Context: an optimization exercise on an open-source flow, tuned for small area, a short achievable clock period and few clock cycles. The choices shown serve that exercise and are no tape-out recipe. Only simulation tests tie the RTL to the original design; equivalence was not proved. Power is estimated from default activity; no workload was simulated.

==> flow/design.v <==
module rconst(i, rc);
    input      [23:0] i;
    output reg [63:0] rc;
    always @ (i)
      begin
        rc = 0;
        rc[0] = i[0] | i[4] | i[5] | i[6] | i[7] | i[10] | i[12] | i[13] | i[14] | i[15] | i[20] | i[22];
        rc[1] = i[1] | i[2] | i[4] | i[8] | i[11] | i[12] | i[13] | i[15] | i[16] | i[18] | i[19];
        rc[3] = i[2] | i[4] | i[7] | i[8] | i[9] | i[10] | i[11] | i[12] | i[13] | i[14] | i[18] | i[19] | i[23];
        rc[7] = i[1] | i[2] | i[4] | i[6] | i[8] | i[9] | i[12] | i[13] | i[14] | i[17] | i[20] | i[21];
        rc[15] = i[1] | i[2] | i[3] | i[4] | i[6] | i[7] | i[10] | i[12] | i[14] | i[15] | i[16] | i[18] | i[20] | i[21] | i[23];
        rc[31] = i[3] | i[5] | i[6] | i[10] | i[11] | i[12] | i[19] | i[20] | i[22] | i[23];
        rc[63] = i[2] | i[3] | i[6] | i[7] | i[13] | i[14] | i[15] | i[16] | i[17] | i[19] | i[20] | i[21] | i[23];
      end
endmodule
module round(in, round_const, out);
    input  [1599:0] in;
    input  [63:0]   round_const;
    output [1599:0] out;
    wire   [63:0]   a[24:0];
    wire   [63:0]   b[4:0];
    wire   [63:0]   c[24:0], d[24:0], e[24:0], f[24:0], g[24:0];
    genvar x, y;
    generate
      for(y=0; y<5; y=y+1)
        begin : L0
          for(x=0; x<5; x=x+1)
            begin : L1
              assign a[x*5+y] = in[1599 - 64*(5*y+x) : 1599 - 64*(5*y+x) - 63];
            end
        end
    endgenerate
    generate
      for(x=0; x<5; x=x+1)
        begin : L2
          assign b[x] = a[5*x] ^ a[5*x+1] ^ a[5*x+2] ^ a[5*x+3] ^ a[5*x+4];
        end
    endgenerate
    generate
      for(y=0; y<5; y=y+1)
        begin : L3
          for(x=0; x<5; x=x+1)
            begin : L4
              assign c[5*x+y] = a[5*x+y] ^ b[(x == 0 ? 4 : x - 1)] ^ {b[(x == 4 ? 0 : x + 1)][62:0], b[(x == 4 ? 0 : x + 1)][63]};
            end
        end
    endgenerate
    assign d[0] = c[0];
    assign d[5] = {c[5][62:0], c[5][63]};
    assign d[10] = {c[10][63-62:0], c[10][63:63-62+1]};
    assign d[15] = {c[15][63-28:0], c[15][63:63-28+1]};
    assign d[20] = {c[20][63-27:0], c[20][63:63-27+1]};
    assign d[1] = {c[1][63-36:0], c[1][63:63-36+1]};
    assign d[6] = {c[6][63-44:0], c[6][63:63-44+1]};
    assign d[11] = {c[11][63-6:0], c[11][63:63-6+1]};
    assign d[16] = {c[16][63-55:0], c[16][63:63-55+1]};
    assign d[21] = {c[21][63-20:0], c[21][63:63-20+1]};
    assign d[2] = {c[2][63-3:0], c[2][63:63-3+1]};
    assign d[7] = {c[7][63-10:0], c[7][63:63-10+1]};
    assign d[12] = {c[12][63-43:0], c[12][63:63-43+1]};
    assign d[17] = {c[17][63-25:0], c[17][63:63-25+1]};
    assign d[22] = {c[22][63-39:0], c[22][63:63-39+1]};
    assign d[3] = {c[3][63-41:0], c[3][63:63-41+1]};
    assign d[8] = {c[8][63-45:0], c[8][63:63-45+1]};
    assign d[13] = {c[13][63-15:0], c[13][63:63-15+1]};
    assign d[18] = {c[18][63-21:0], c[18][63:63-21+1]};
    assign d[23] = {c[23][63-8:0], c[23][63:63-8+1]};
    assign d[4] = {c[4][63-18:0], c[4][63:63-18+1]};
    assign d[9] = {c[9][63-2:0], c[9][63:63-2+1]};
    assign d[14] = {c[14][63-61:0], c[14][63:63-61+1]};
    assign d[19] = {c[19][63-56:0], c[19][63:63-56+1]};
    assign d[24] = {c[24][63-14:0], c[24][63:63-14+1]};
    assign e[0] = d[0];
    assign e[2] = d[5];
    assign e[4] = d[10];
    assign e[1] = d[15];
    assign e[3] = d[20];
    assign e[8] = d[1];
    assign e[5] = d[6];
    assign e[7] = d[11];
    assign e[9] = d[16];
    assign e[6] = d[21];
    assign e[11] = d[2];
    assign e[13] = d[7];
    assign e[10] = d[12];
    assign e[12] = d[17];
    assign e[14] = d[22];
    assign e[19] = d[3];
    assign e[16] = d[8];
    assign e[18] = d[13];
    assign e[15] = d[18];
    assign e[17] = d[23];
    assign e[22] = d[4];
    assign e[24] = d[9];
    assign e[21] = d[14];
    assign e[23] = d[19];
    assign e[20] = d[24];
    generate
      for(y=0; y<5; y=y+1)
        begin : L5
          for(x=0; x<5; x=x+1)
            begin : L6
              assign f[5*x+y] = e[5*x+y] ^ ((~ e[5*(x == 4 ? 0 : x + 1)+y]) & e[5*(x == 3 ? 0 : x == 4 ? 1 : x + 2)+y]);
            end
        end
    endgenerate
    generate
      for(x=0; x<64; x=x+1)
        begin : L60
          if(x==0 || x==1 || x==3 || x==7 || x==15 || x==31 || x==63)
            assign g[0][x] = f[0][x] ^ round_const[x];
          else
            assign g[0][x] = f[0][x];
        end
    endgenerate
    generate
      for(y=0; y<5; y=y+1)
        begin : L7
          for(x=0; x<5; x=x+1)
            begin : L8
              if(x!=0 || y!=0)
                assign g[5*x+y] = f[5*x+y];
            end
        end
    endgenerate
    generate
      for(y=0; y<5; y=y+1)
        begin : L99
          for(x=0; x<5; x=x+1)
            begin : L100
              assign out[1599 - 64*(5*y+x) : 1599 - 64*(5*y+x) - 63] = g[5*x+y];
            end
        end
    endgenerate
endmodule
module f_permutation(clk, reset, in, in_ready, ack, out, out_ready);
    input               clk, reset;
    input      [575:0]  in;
    input               in_ready;
    output              ack;
    output reg [1599:0] out;
    output reg          out_ready;
    reg        [22:0]   i;  
    wire       [1599:0] round_in, round_out;
    wire       [63:0]   rc;  
    wire                update;
    wire                accept;
    reg                 calc;  
    assign accept = in_ready & (~ calc);  
    always @ (posedge clk)
      if (reset) i <= 0;
      else       i <= {i[21:0], accept};
    always @ (posedge clk)
      if (reset) calc <= 0;
      else       calc <= (calc & (~ i[22])) | accept;
    assign update = calc | accept;
    assign ack = accept;
    always @ (posedge clk)
      if (reset)
        out_ready <= 0;
      else if (accept)
        out_ready <= 0;
      else if (i[22])  
        out_ready <= 1;
    assign round_in = accept ? {in ^ out[1599:1599-575], out[1599-576:0]} : out;
    rconst
      rconst_ ({i, accept}, rc);
    round
      round_ (round_in, rc, round_out);
    always @ (posedge clk)
      if (reset)
        out <= 0;
      else if (update)
        out <= round_out;
endmodule
module padder(clk, reset, in, in_ready, is_last,  
	      buffer_full, out, out_ready, f_ack);
    input              clk, reset;
    input      [7:0]   in;
    input              in_ready, is_last;
    output             buffer_full;  
    output reg [575:0] out;          
    output             out_ready;    
    input              f_ack;        
    reg                state;       
    reg                done;         
    reg        [71:0]  i;            
    reg        [7:0]   v1;           
    wire               accept,       
                       update;
    assign buffer_full = i[71];
    assign out_ready = buffer_full;
    assign accept = (~ state) & in_ready & (~ buffer_full);  
    assign update = (accept | (state & (~ buffer_full))) & (~ done);  
    always @ (posedge clk)
      if (reset)
        out <= 0;
      else if (update) begin
         out <= {out[575-8:0], v1};
      end
    always @ (posedge clk)
      if (reset)
        i <= 0;
      else if (f_ack | update)
        i <= {i[70:0], 1'b1} & {72{~ f_ack}};
    always @ (posedge clk)
      if (reset)
        state <= 0;
      else if (is_last)
        state <= 1;
    always @ (posedge clk)
      if (reset)
        done <= 0;
      else if (state & out_ready)
        done <= 1;
    always @ (*)
      begin
        if (state)
          begin
            v1 = 0;
            v1[7] = v1[7] | i[70];  
          end
        else if (is_last == 0)
          v1 = in;
        else
          begin
            v1 = 8'h01;
            v1[7] = v1[7] | i[70];
          end
      end
endmodule
module keccak(clk, reset, in, in_ready, is_last,  
	      buffer_full, out, out_ready);
   input 	  clk, reset;
   input [7:0] 	  in;
   input 	  in_ready, is_last;
   output 	  buffer_full;  
   output [511:0] out;
   output reg 	  out_ready;
   reg 		  state; 
   wire [575:0]   padder_out,
		  padder_out_1;  
   wire 	  padder_out_ready;
   wire 	  f_ack;
   wire [1599:0]  f_out;
   wire 	  f_out_ready;
   wire [511:0]   out1;  
   reg [22:0] 	  i;  
   genvar 	  w, b;
    assign out1 = f_out[1599:1599-511];
    always @ (posedge clk)
      if (reset)
        i <= 0;
      else
        i <= {i[21:0], state & f_ack};
    always @ (posedge clk)
      if (reset)
        state <= 0;
      else if (is_last)
        state <= 1;
    generate
      for(w=0; w<8; w=w+1)
        begin : L0
          for(b=0; b<8; b=b+1)
            begin : L1
              assign out[(((w)*64 + (b)*8) + 7):((w)*64 + (b)*8)] = out1[(((w)*64 + (7-b)*8) + 7):((w)*64 + (7-b)*8)];
            end
        end
    endgenerate
    generate
      for(w=0; w<9; w=w+1)
        begin : L2
          for(b=0; b<8; b=b+1)
            begin : L3
              assign padder_out[(((w)*64 + (b)*8) + 7):((w)*64 + (b)*8)] = padder_out_1[(((w)*64 + (7-b)*8) + 7):((w)*64 + (7-b)*8)];
            end
        end
    endgenerate
    always @ (posedge clk)
      if (reset)
        out_ready <= 0;
      else if (i[22])
        out_ready <= 1;
    padder
      padder_ (clk, reset, in, in_ready, is_last,  
	       buffer_full, padder_out_1, padder_out_ready, f_ack);
    f_permutation
      f_permutation_ (clk, reset, padder_out, padder_out_ready, f_ack, f_out, f_out_ready);
endmodule
module avst_keccak(clk, reset, data_in, end_in, valid_in, ready_in,
		   data_out, end_out, valid_out, ready_out);
   input 	clk;
   input 	reset;
   input [7:0] 	data_in;
   input 	end_in;
   input 	valid_in;
   output 	ready_in;
   output [7:0] data_out;
   output 	end_out;
   output 	valid_out;
   input 	ready_out;
   reg 		in_ready;  
   reg 		valid_out;
   reg 		end_out;
   reg [6:0] 	count_out; 
   reg 		ready_q;
   wire 	ready_in;
   wire 	in_take;  
   wire 	buffer_full;  
   wire [511:0] out;  
   wire 	out_ready;  
   reg [7:0] 	out_reg;
   wire [7:0] 	data_out;
   wire 	ready_in_1;
   assign data_out = out_reg;
   assign ready_in = ready_q & (~ buffer_full);
   assign in_take = valid_in & ready_in;
   assign ready_in_1 = end_out | ((~ (end_in & in_take)) & ready_q);
   always @(posedge clk)
      if (reset)
	ready_q <= 1;
      else
	ready_q <= ready_in_1;
   always @(posedge clk) begin
      if(reset) begin
	 out_reg <= 0;
	 count_out <= 0;
	 valid_out <= 0;
	 end_out <= 0;
      end
      else if (out_ready == 1) begin
	 if (ready_out) begin
	    if (count_out == 'h40) begin
	       count_out <= 0;
	       valid_out <= 0;
	       end_out <= 1;
	    end
	    else begin
	       out_reg[7] <= out[511 - (count_out << 3)];
	       out_reg[6] <= out[510 - (count_out << 3)];
	       out_reg[5] <= out[509 - (count_out << 3)];
	       out_reg[4] <= out[508 - (count_out << 3)];
	       out_reg[3] <= out[507 - (count_out << 3)];
	       out_reg[2] <= out[506 - (count_out << 3)];
	       out_reg[1] <= out[505 - (count_out << 3)];
	       out_reg[0] <= out[504 - (count_out << 3)];
	       if (count_out == 'h00) begin
		  valid_out <= 1;
	       end
	       count_out <= count_out + 1;
	    end
	 end
      end
   end
   keccak dut (
	       .in			(data_in[7:0]),
	       .clk			(clk),
	       .reset			(reset),
	       .in_ready		(in_take),
	       .is_last			(end_in & in_take),
	       .buffer_full		(buffer_full),
	       .out			(out[511:0]),
	       .out_ready		(out_ready));
endmodule
==> flow/run.sh <==
#!/bin/bash
# synth_recipe.tcl (not shown) runs the flow's synth.tcl, then flattens the netlist and writes it again
# the make line also repeats each setting of config.mk as NAME=value (left out here)
make -C /OpenROAD-flow-scripts/flow DESIGN_CONFIG=/design/flow/config.mk WORK_HOME=/design/flow/orfs CLKGATE_MAP_FILE= SYNTH_SCRIPT=/design/flow/synth_recipe.tcl finish
==> flow/config.mk <==
export PLATFORM = sky130hd
export DESIGN_NAME = avst_keccak
export DESIGN_NICKNAME = avst_keccak
export VERILOG_FILES = /design/flow/design.v
export SDC_FILE = /design/flow/constraint.sdc
export NUM_CORES = 4
export LEC_CHECK = 0
export CAP_MARGIN = 30
export CORE_MARGIN = 2
export CORE_UTILIZATION = 30
export SLEW_MARGIN = 20
==> flow/constraint.sdc <==
create_clock -name core_clock -period 6.5 [get_ports {clk}]
set_input_delay 1.3000 -clock core_clock [delete_from_list [all_inputs] [get_ports {clk}]]
set_output_delay 1.3000 -clock core_clock [all_outputs]
set_load 0.01 [all_outputs]
==> results.ini <==
[sta]
worstMarginPinSlew_ns = 1.20
relSlewSlack = 0.191
finalHoldViolations = 0
slew_violations = 0
setup_violations = 0
skew_ns = 0.0828
rsz0062_at_grt = false
final.setup.tns_ns = 0
fmax_mhz = 182
min_period_over_period = 0.843
hold_ws_ns = 0.440
min_period_ns = 5.48

[clocking]
ctsHoldBuffers = 0
cts_max_level = 5
clock-sinks = 2316
cts_resized = 0
cts_buffer_depth = 4
cts_tree = done
insertion_delay_ns = 1.10
clkTransAtPathRegs_ns = 0.06
cts-root-buf = clkbuf_16
postCtsSetupBuffers = 0
cts_made_buffers = 325

[routing]
dr.pass1.iters = 7
routed_via_density = 6.15
via_count = 154000
drt_iter0_drc = 28700
drc = 0
wl_per_cell_um = 61.3
drt-total-wl_um = 1530000
postRouteAntennaNets = 0

[run]
maxCapViolCount = 0

[placed_design]
place.port_buffers = 23
place_congestion = 1.17
dp_hpwl_um = 1290000
placed_area_um2 = 185000

[critical_path]
worst-setup-path-type = reg2reg
critical_path.endpoint_type = register
worst-endpoint-required_ns = 7.41
rr_endpoint = dut.f_permutation_.out[1141]
crit_arrival_ns = 6.39
startpoint = dut.padder_.i[71]
rr_startpoint = dut.padder_.i[71]
start_kind = register
cp_max_fo = 68
ff2ff_setup_slack_ns = 1.02
reg2reg_depth = 8

[global_route]
grt_pass1_vias = 131000
grt_overflow = 0
grt_usage = 0.527
antenna_found_initial = 220
grt_pass1_wl_um = 1820000
grt_max_degree = 153

[floorplanning]
die-area_um2 = 563000
start_util = 0.301
fp.dieH_um = 751
core-area_um2 = 556000
rows = 274
die_w_um = 751
ios = 24

[synth]
avgSynthCellArea_um2 = 10.0
syn_nets = 16700
muxShareOfSynthArea = 0.0210
yosysWarnings = 6
async_flop_share = 0
synth-compound-area-share = 0.0910
syn-instance-count = 16700
synth-main-ff-cell = dfxtp_1
synth_cell_types = 78
ys_seq_elements = 2316
yosysSeqAreaShare = 0.277
synthAdderAreaFrac = 0.000150
synth-simple-area-share = 0.148
synth_xor_area_frac = 0.434
synth_edf_count = 0
synth_top_family_by_area = XOR/XNOR gates
netlist_area_um2 = 167000

[pwr]
p_per_area_nw_per_um2 = 178
p_leak_nw = 84.6
ir_worst_vdd_v = 0.000228

[cells_and_area]
largest_register_ffs = 1600
area_growth_pct = 17.7
fin_area_um2 = 197000
regArea_um2 = 46400
n_fill_cell = 56300
nets = 17200
multi_input_area_um2 = 117000
drive_gt1_frac = 0.137
final_util = 0.354

[worst_hold_path]
min_from = dut.i[21]
worstHoldEndpoint = dut.i[22]
min_path_cells = 1
hold_class = reg2reg

[status]
status = complete, no violations

==> synth_stat cells, drive strengths merged, types with 187 or more instances <==
cell type	n	area, µm²
nor2	1605	6020
xnor3	1748	39400
dfxtp	2316	46400
xor3	187	4450
a21oi	718	3590
nor2b	254	1590
buf	340	1760
xor2	1475	13900
o21ai	707	3540
nand3	768	3840
nand3b	360	2740
a211oi	771	5790
nand2	2077	7800
clkbuf	823	3090
xnor2	1628	14800
==> placed cells by master (no fill, tap or decap), types with 83 or more instances in the layout <==
cell type	count
a21oi_1	714
dfxtp_1	2308
xnor2_1	1532
a211oi_1	770
a311oi_1	87
mux4_2	147
nand2b_1	147
nor2b_1	253
buf_4	1131
nand3_1	768
xor2_1	1360
or3_1	108
xnor3_2	129
xor3_1	159
nand3b_1	354
nand2_1	2076
buf_12	89
xor2_2	83
xnor3_1	1616
diode_2	171
clkbuf_16	328
o21ai_0	706
nor2_1	1603
==> cells by family (layout without fill, tap and decap cells) <==
group | Yosys count | count (layout)
flops | 2316 | 2316
buf+inv | 1168 | 1910
compound gates | 2466 | 2466
simple gates | 5499 | 5499
xor+xnor | 5038 | 5038
fa+ha+maj | 2 | 2
other cells | 0 | 171
mux | 167 | 167
==> power breakdown <==
part	internal (mW)	switching, mW	leakage [nW]
Sequential	14.2	0.0319	18.7
Clock	11.3	8.63	5.49
Combinational	0.109	0.775	60.4
Total	25.6	9.44	84.6
==> how the worst max path moves through the flow <==
| stage | slack (ns) | cells past startpoint | end |
|---|---|---|---|
| final | 1.02 | 8 | dut.f_permutation_.out[1141] |
| after global routing | 1.41 | 8 | dut.f_permutation_.out[301] |
| after CTS | 1.42 | 9 | dut.f_permutation_.out[1255] |
| after detailed placement | 1.39 | 9 | dut.f_permutation_.out[1255] |
| after global placement | 0.45 | 10 | dut.f_permutation_.out[1211] |
| after floorplan | 3.59 | 8 | out_reg[0] |
==> stage by stage <==
stage	setup WS [ns]	std cells	power (mW)
CTS	1.42	24800	35.0
floorplan	3.59	16700	15.0
detailed placement	1.39	24200	15.4
global route	1.41	24900	35.5
finish	1.02	25000	35.1
global placement	0.451	24200	15.4
==> worst max-delay path: stages, from the launching register on <==
cell and delay [ns]:
dfxtp_4 0.73, buf_12 0.42, nand3b_1 0.25, xnor2_1 0.93, xnor3_2 0.85, xnor3_1 0.75, nor2_1 0.20, xnor2_1 0.75
o21ai_0 0.16
==> per-layer routing <==
| layer | GRT usage | wire, µm | part of all wire | vias to the layer above |
|---|---|---|---|---|
| li1 | - | - | - | 58200 |
| met1 | 0.620 | 561000 | 0.37 | 79200 |
| met2 | 0.683 | 570000 | 0.37 | 13100 |
| met3 | 0.253 | 214000 | 0.14 | 3279 |
| met4 | 0.516 | 187000 | 0.12 | 62 |
| met5 | 0.000674 | 857 | 0.00056 | - |
==> area by class of cell <==
class,instances,share of cell area
Antenna cell,171,0.00217
Clock buffer,458,0.0477
Clock inverter,125,0.00919
Inverter,5,0.000159
Multi-Input combinational cell,13200,0.595
Sequential cell,2316,0.236
Tap cell,7452,0.0474
Timing Repair Buffer,1322,0.0630
Testbench counts, summed over its fixed seeds: cycles 219,244.

-- separate check: timing with driven ports --
Ports are ideal in the flow. The routed layout listed here was re-timed in OpenROAD.
Step 1, drivers: a clkbuf_16 drives clk and a buf_2 each remaining input, both assumed.
Step 2, shift: input delay + t, output delay - t, t = (earliest + latest rising clock arrival at the registers) / 2. This alone moves slack from input paths to output paths.
Slacks: no drivers / after step 1 / after step 2; pairs: no drivers / after step 1.
t (ns): 1.194
slack for setup (ns): 1.020 / 1.020 / 1.020
clock arrival spread, ns: 0.083 / 0.083
After both steps setup and hold are still met in this run. For this run, drivers alone change the setup slack by 0.000 ns; drivers and shift together by 0.000 ns.
